Context: an optimization exercise on an open-source flow, tuned for small area and a short achievable clock period. The choices shown serve that exercise and are no tape-out recipe. The RTL was checked by simulation tests, not by an equivalence proof against the original design. Power figures rest on the tool's default switching activity, not on a simulated workload.

## MIPS_Multi_Cycle
module MIPS_Multi_Cycle
#(
parameter WIDTH=32
)
(
input clk,
input reset,
input RegDst,
input ALUSrcA,
input PCSrc,
input PCWrite,
input MemWrite,
input IorD,
input IRWrite,
input MomtoReg,
input RegWrite,
input [2:0] ALUControl,
input [1:0] ALUSrcB,
output [WIDTH-1:0] Simulacion,
output [WIDTH-1:0] out,
output [WIDTH-1:0] pcounter,
output [WIDTH-1:0] instr
);
integer k;
reg [31:0] PC, IR, A, B, ALUOut, Data;
wire [31:0] Adr     = IorD ? ALUOut : PC;
wire [5:0]  idx     = Adr[7:2];
wire        ram_sel = (Adr >= 32'h10100000);
reg [31:0] rom [0:63];
initial $readmemh("text.dat", rom);
wire [31:0] rom_q = rom[idx];
reg  [31:0] ram [0:63];
reg  [5:0]  ram_ra;
wire        ram_we = MemWrite & ram_sel;
genvar gi;
generate
  for (gi = 0; gi < 64; gi = gi + 1) begin : g_ram
    always @(posedge clk)
      if (ram_we && idx == gi)
        ram[gi] <= B;
  end
endgenerate
always @(posedge clk)
  ram_ra <= idx;
reg [63:0] ra_dec;
reg [31:0] ram_q;
always @* begin
  ...
Size in the first run: roughly 8,700 cells after synthesis, ~140 I/O pins, ~130,000 µm² of cells after synthesis.
Settings: LEC_CHECK=0, CAP_MARGIN=20, CORE_MARGIN=2, CORE_UTILIZATION=50, CTS_BUF_LIST=sky130_fd_sc_hd__clkbuf_4 sky130_fd_sc_hd__clkbuf_8 sky130_fd_sc_hd__clkbuf_16, CTS_CLUSTER_DIAMETER=70, CTS_CLUSTER_SIZE=25, PLACE_DENSITY=0.62, SETUP_SLACK_MARGIN=5, SLEW_MARGIN=20, SYNTH_HIERARCHICAL=1; clock period 12.0 ns.
standard.sh (not shown) runs the stock make flow with config.mk's settings and CLKGATE_MAP_FILE= SYNTH_SCRIPT=/design/flow/synth_recipe.tcl, a recipe that flattens the netlist after the stock synthesis.
==> flow/flow/run.sh <==
#!/bin/bash
# Own flow: the standard layout, except that the ALU module is mapped by
# ABC with a delay-driven script (flow/abc_fast.script). The rest of the
# design, its registers included, is synthesized as standard.sh does, but
# without the adder-cell step (ADDER_MAP_FILE empty), so ABC maps the adder.
# Timing repair aims 6 ns above the target, the port buffers are buf_2, and
# clock tree synthesis adds no dummy loads.
set -euo pipefail
W=$(pwd)
rm -rf "$W/scripts"
cp -r "$FLOW_HOME/scripts" "$W/scripts"
cp "$W/flow/abc_fast.script" "$W/scripts/abc_fast.script"
python3 - "$W/scripts/synth.tcl" <<'PY'
import sys
p = sys.argv[1]
s = open(p).read()
old = "  log_cmd abc {*}$abc_args\n"
assert s.count(old) == 1, "abc call not found"
new = ("  set abc_args_fast [lreplace $abc_args 1 1 $::env(SCRIPTS_DIR)/abc_fast.script]\n"
       "  log_cmd abc {*}$abc_args_fast ALU\n"
       "  log_cmd abc {*}$abc_args $::env(DESIGN_NAME)\n")
open(p, "w").write(s.replace(old, new))
PY
bash "$W/standard.sh" "SCRIPTS_DIR=$W/scripts" "ADDER_MAP_FILE=" "SETUP_SLACK_MARGIN=6" \
  "BUFFER_PORTS_ARGS=-buffer_cell sky130_fd_sc_hd__buf_2" \
  "CTS_ARGS=-sink_clustering_enable -repair_clock_nets -sink_clustering_size 25 -sink_clustering_max_diameter 70 -buf_list {sky130_fd_sc_hd__clkbuf_4 sky130_fd_sc_hd__clkbuf_8 sky130_fd_sc_hd__clkbuf_16} -dont_use_dummy_load" finish > "$W/flow_make.log" 2>&1
==> flow/flow/abc_fast.script <==
strash
dch
map -B 0.9
topo
buffer -c
topo
stime -c
upsize -c
dnsize -c
Rerun with:
--- a/flow/flow/run.sh
+++ b/flow/flow/run.sh
@@ -2,4 +2,5 @@
 # Own flow: the standard layout, except that the ALU module is mapped by
-# ABC with a delay-driven script (flow/abc_fast.script). The rest of the
-# design, its registers included, is synthesized as standard.sh does, but
+# ABC with a delay-driven script (flow/abc_fast.script) and the rest with an
+# area-oriented one (flow/abc_top.script). The design, its registers
+# included, is otherwise synthesized as standard.sh does, but
 # without the adder-cell step (ADDER_MAP_FILE empty), so ABC maps the adder.
@@ -12,2 +13,3 @@
 cp "$W/flow/abc_fast.script" "$W/scripts/abc_fast.script"
+cp "$W/flow/abc_top.script" "$W/scripts/abc_top.script"
 python3 - "$W/scripts/synth.tcl" <<'PY'
@@ -20,3 +22,4 @@
        "  log_cmd abc {*}$abc_args_fast ALU\n"
-       "  log_cmd abc {*}$abc_args $::env(DESIGN_NAME)\n")
+       "  set abc_args_top [lreplace $abc_args 1 1 $::env(SCRIPTS_DIR)/abc_top.script]\n"
+       "  log_cmd abc {*}$abc_args_top $::env(DESIGN_NAME)\n")
 open(p, "w").write(s.replace(old, new))
==> flow/flow/abc_top.script (new file) <==
&get -n
&st
&synch2
&dch
&nf -a
&st
&dch
&nf -a
&put
buffer -c
topo
stime -c
upsize -c
dnsize -c
Register-to-register slack is better by 1000 ps. Setup slack improves by 61 ps. Design area fell slightly. Combinational power decreases by about a fifth. Sequential share of layout area climbs by 1.1 points. Final cell count goes down slightly. Flip-flop and latch count does not change. Power falls by a few percent. Sequential power barely changes. Count of clock-buffer cells in the layout decreases by 6. Wire length falls by a few percent.
Rerun with:
CORE_UTILIZATION = 60   (was 50)
PLACE_DENSITY = 0.72   (was 0.62)
The changed run produced a clean layout.
Power barely changes.
Sequential share of layout area is higher by 0.35 points.
Clock-buffer cell count drops by 2.
Routed wire length decreases by a few percent.
Final area fell slightly.
Via count grows by a few percent.
Clock skew rose by 29 ps.
Area after synthesis does not change.
Rerun with:
CORE_UTILIZATION = 65   (was 60)
PLACE_DENSITY = 0.76   (was 0.72)
With this change the flow completed and failed the layout checks on capacitance limit.
Cell area is about the same.
Sequential share of layout area went up by 0.16 points.
Routed wire length came out lower by 0.66%.

-- what the ideal ports hide --
No port has a modelled driver above. Below, the same layouts with a new extraction and two added sets of constraints. Step 1, drivers: a clkbuf_16 drives clk and a buf_2 each remaining input, both assumed. Step 2 times the ports against the registers' clock, not the clock port: input delays grow and output delays shrink by t, the midpoint of the rising clock arrivals with the driver on. Three values: ideal, step 1, step 2; two values: the first two.
run | t, ns | setup WS [ns] | worst register clock-pin slew, ns
the first run | 0.993 | 5.022 / 4.936 / 4.936 | 0.10 / 0.10
the second run | 0.958 | 5.082 / 5.003 / 4.936 | 0.10 / 0.10
the third run | 0.947 | 5.010 / 4.933 / 4.933 | 0.10 / 0.10
the fourth run | 0.929 | 5.106 / 5.018 / 4.923 | 0.10 / 0.10
The setup slack of the fourth run, which loses most, moves by -0.088 ns with the drivers and by -0.183 ns with both steps.
